This design comes from an exercise in tuning for small area and a short achievable clock period on the open sky130 flow, not from production work.
Function was checked by simulation only, so behaviour that the tests miss may differ from the original.
Power is estimated from default activity; no workload was simulated.

// sparc_exu_alu
module sparc_exu_alu
(
   alu_byp_rd_data_e, exu_ifu_brpc_e, exu_lsu_ldst_va_e,
   exu_lsu_early_va_e, exu_mmu_early_va_e, alu_ecl_add_n64_e,
   alu_ecl_add_n32_e, alu_ecl_log_n64_e, alu_ecl_log_n32_e,
   alu_ecl_zhigh_e, alu_ecl_zlow_e, exu_ifu_regz_e,
   alu_ecl_adderin2_63_e, alu_ecl_adderin2_31_e,
   alu_ecl_adder_out_63_e, alu_ecl_cout32_e, alu_ecl_cout64_e_l,
   alu_ecl_mem_addr_invalid_e_l,
   cen, rclk, byp_alu_rs1_data_e, byp_alu_rs2_data_e_l,
   byp_alu_rs3_data_e, byp_alu_rcc_data_e, ecl_alu_cin_e,
   ifu_exu_invert_d, ecl_alu_log_sel_and_e, ecl_alu_log_sel_or_e,
   ecl_alu_log_sel_xor_e, ecl_alu_log_sel_move_e,
   ecl_alu_out_sel_sum_e_l, ecl_alu_out_sel_rs3_e_l,
   ecl_alu_out_sel_shift_e_l, ecl_alu_out_sel_logic_e_l,
   shft_alu_shift_out_e, ecl_alu_sethi_inst_e, ifu_lsu_casa_e
   );
==> flow/config.mk <==
export PLATFORM = sky130hd
export DESIGN_NAME = sparc_exu_alu
export DESIGN_NICKNAME = sparc_exu_alu
export VERILOG_FILES = /design/flow/design.v
export SDC_FILE = /design/flow/constraint.sdc
export NUM_CORES = 4
export LEC_CHECK = 0
export CAP_MARGIN = 20
export CORE_MARGIN = 2
export CORE_UTILIZATION = 40
export SETUP_SLACK_MARGIN = 3.0
export SLEW_MARGIN = 20
export SYNTH_HIERARCHICAL = 1
==> flow/constraint.sdc <==
create_clock -name core_clock -period 9.0 [get_ports {rclk}]
set_input_delay 1.8000 -clock core_clock [delete_from_list [all_inputs] [get_ports {rclk}]]
set_output_delay 1.8000 -clock core_clock [all_outputs]
set_load 0.01 [all_outputs]
standard.sh (not shown) runs the stock make flow with config.mk's settings and CLKGATE_MAP_FILE= SYNTH_SCRIPT=/design/flow/synth_recipe.tcl, a recipe that flattens the netlist after the stock synthesis.
==> flow/flow/run.sh <==
#!/bin/bash
# The standard layout (standard.sh), with the smallest buffer (buf_1) on
# every port and these extra ORFS settings: 
set -euo pipefail
export BUFFER_PORTS_ARGS="-buffer_cell sky130_fd_sc_hd__buf_1"
bash standard.sh  finish > standard_flow.log 2>&1
The baseline finished clean.
==> next run, changes <==
==> flow/flow/run.sh (replaced) <==
#!/bin/bash
# The standard layout (standard.sh) with these changes:
#  - the smallest buffer (buf_1) on every port;
#  - in a copy of ORFS's scripts folder, synthesis maps the adder's carry
#    network (module alu_carry) with ABC script flow/abc_fast.script and the
#    rest with flow/abc.script (patch_synth.py edits synth.tcl to do so).
# Extra ORFS settings: 
# Each ORFS step writes its full log under orfs/logs/; make's output goes to
# standard_flow.log.
set -euo pipefail
rm -rf scripts_abc
cp -r "$FLOW_HOME/scripts" scripts_abc
cp flow/abc.script scripts_abc/abc_speed.script
cp flow/abc_fast.script scripts_abc/abc_fast.script
python3 flow/patch_synth.py scripts_abc/synth.tcl
export BUFFER_PORTS_ARGS="-buffer_cell sky130_fd_sc_hd__buf_1"
bash standard.sh SCRIPTS_DIR="$PWD/scripts_abc"  finish > standard_flow.log 2>&1
==> flow/flow/abc.script (new file) <==
&get -n
&st
&syn2
&dch -f
&nf -p -R 10
&put
buffer -c
topo
stime -c
dnsize -c
==> flow/flow/abc_fast.script (new file) <==
strash
dch
map -B 0.9
topo
stime -c
buffer -c
upsize -c
dnsize -c
==> flow/flow/patch_synth.py (new file) <==
"""Patch a copy of ORFS's synth.tcl: map module alu_carry with
abc_fast.script, and the rest of the design with the usual ABC script."""
import sys
p = sys.argv[1]
s = open(p).read()
old = '  log_cmd abc {*}$abc_args\n'
assert s.count(old) == 1, "synth.tcl: abc call not found"
new = '''  set fast_args [lreplace $abc_args 1 1 $::env(SCRIPTS_DIR)/abc_fast.script]
  if {[llength [tee -q -s result.string select -list-mod alu_carry]]} {
    log_cmd abc {*}$fast_args alu_carry
    log_cmd abc {*}$abc_args * alu_carry %d
  } else {
    log_cmd abc {*}$abc_args
  }
'''
open(p, 'w').write(s.replace(old, new))
- via count drops by 2.6%
- clock skew is about the same
- total power drops by 6.3%
- clock power drops by 9.5%
- synthesized area drops by 2.7%
- die area drops by 2.7%
- first-iteration DRC count drops by 3.9%

---

Another version of the RTL of sparc_exu_alu (not shown whole).
Size in the first run: roughly 1200 cells after synthesis, ~520 I/O pins, about 0.0090 mm² of cells after synthesis.
Settings: LEC_CHECK=0, CAP_MARGIN=20, CORE_MARGIN=2, CORE_UTILIZATION=40, CTS_BUF_LIST=sky130_fd_sc_hd__clkbuf_8, CTS_CLUSTER_DIAMETER=100, CTS_CLUSTER_SIZE=30, PLACE_DENSITY=0.75, SETUP_SLACK_MARGIN=2.95, SLEW_MARGIN=20, SYNTH_HIERARCHICAL=1; clock period 9.0 ns.
==> flow/flow/run.sh <==
#!/bin/bash
# The standard layout (standard.sh) with two changes:
#  - the smallest buffer (buf_1) on every port;
#  - synthesis maps with ABC script flow/abc.script (in a copy of ORFS's
#    scripts folder, where it replaces abc_speed.script).
# Extra ORFS settings: 'CTS_ARGS=-sink_clustering_enable -repair_clock_nets -sink_clustering_size 30 -sink_clustering_max_diameter 100 -buf_list sky130_fd_sc_hd__clkbuf_8 -dont_use_dummy_load'
# Each ORFS step writes its full log under orfs/logs/; make's output goes to
# standard_flow.log.
set -euo pipefail
rm -rf scripts_abc
cp -r "$FLOW_HOME/scripts" scripts_abc
cp flow/abc.script scripts_abc/abc_speed.script
export BUFFER_PORTS_ARGS="-buffer_cell sky130_fd_sc_hd__buf_1"
bash standard.sh SCRIPTS_DIR="$PWD/scripts_abc" 'CTS_ARGS=-sink_clustering_enable -repair_clock_nets -sink_clustering_size 30 -sink_clustering_max_diameter 100 -buf_list sky130_fd_sc_hd__clkbuf_8 -dont_use_dummy_load' finish > standard_flow.log 2>&1
==> flow/flow/abc.script <==
&get -n
&st
&syn2
&dch -f
&nf -p -R 10
&put
topo
stime -c
dnsize -c
Then changed:
- CORE_UTILIZATION: 40 -> 47
- PLACE_DENSITY: 0.75 -> default
- SETUP_SLACK_MARGIN: 2.95 -> 2.85
Outcome:
- The changed run never finished: it broke off in I/O pin placement (PPL-0024)
- synthesized cell count is unchanged
- area after synthesis is unchanged

[static timing again, ports no longer ideal]
How much do the figures lean on ideal ports? The routed layouts below were timed once more, with nothing changed but the port constraints.
Step 1 (the two cells are an assumption about what drives the block):
set clk [get_ports {rclk}]
set_driving_cell -lib_cell sky130_fd_sc_hd__clkbuf_16 $clk
set_driving_cell -lib_cell sky130_fd_sc_hd__buf_2 [delete_from_list [all_inputs] $clk]
Step 2 adds t to the input delays and takes it off the output delays; t is the mean of the earliest and latest rising clock arrival at the registers after step 1. Input paths then give back, and output paths get back, about the clock's delay inside the block.
a / b / c = ideal ports / drivers / drivers and shift; a / b = the first two.
| run | shift t [ns] | slack for setup (ns) | latest minus earliest clock arrival (ns) |
|---|---|---|---|
| the first run of note 1 | 0.397 | 2.956 / 2.885 / 2.885 | 0.013 / 0.013 |
| the second run of note 1 | 0.389 | 3.051 / 3.029 / 3.029 | 0.011 / 0.011 |
| the first run of note 2 | 0.418 | 3.046 / 3.018 / 3.018 | 0.022 / 0.022 |
After both steps every run listed still meets setup and hold. The setup slack of the first run of note 1, which loses most, moves by -0.071 ns with the drivers and by -0.071 ns with both steps.
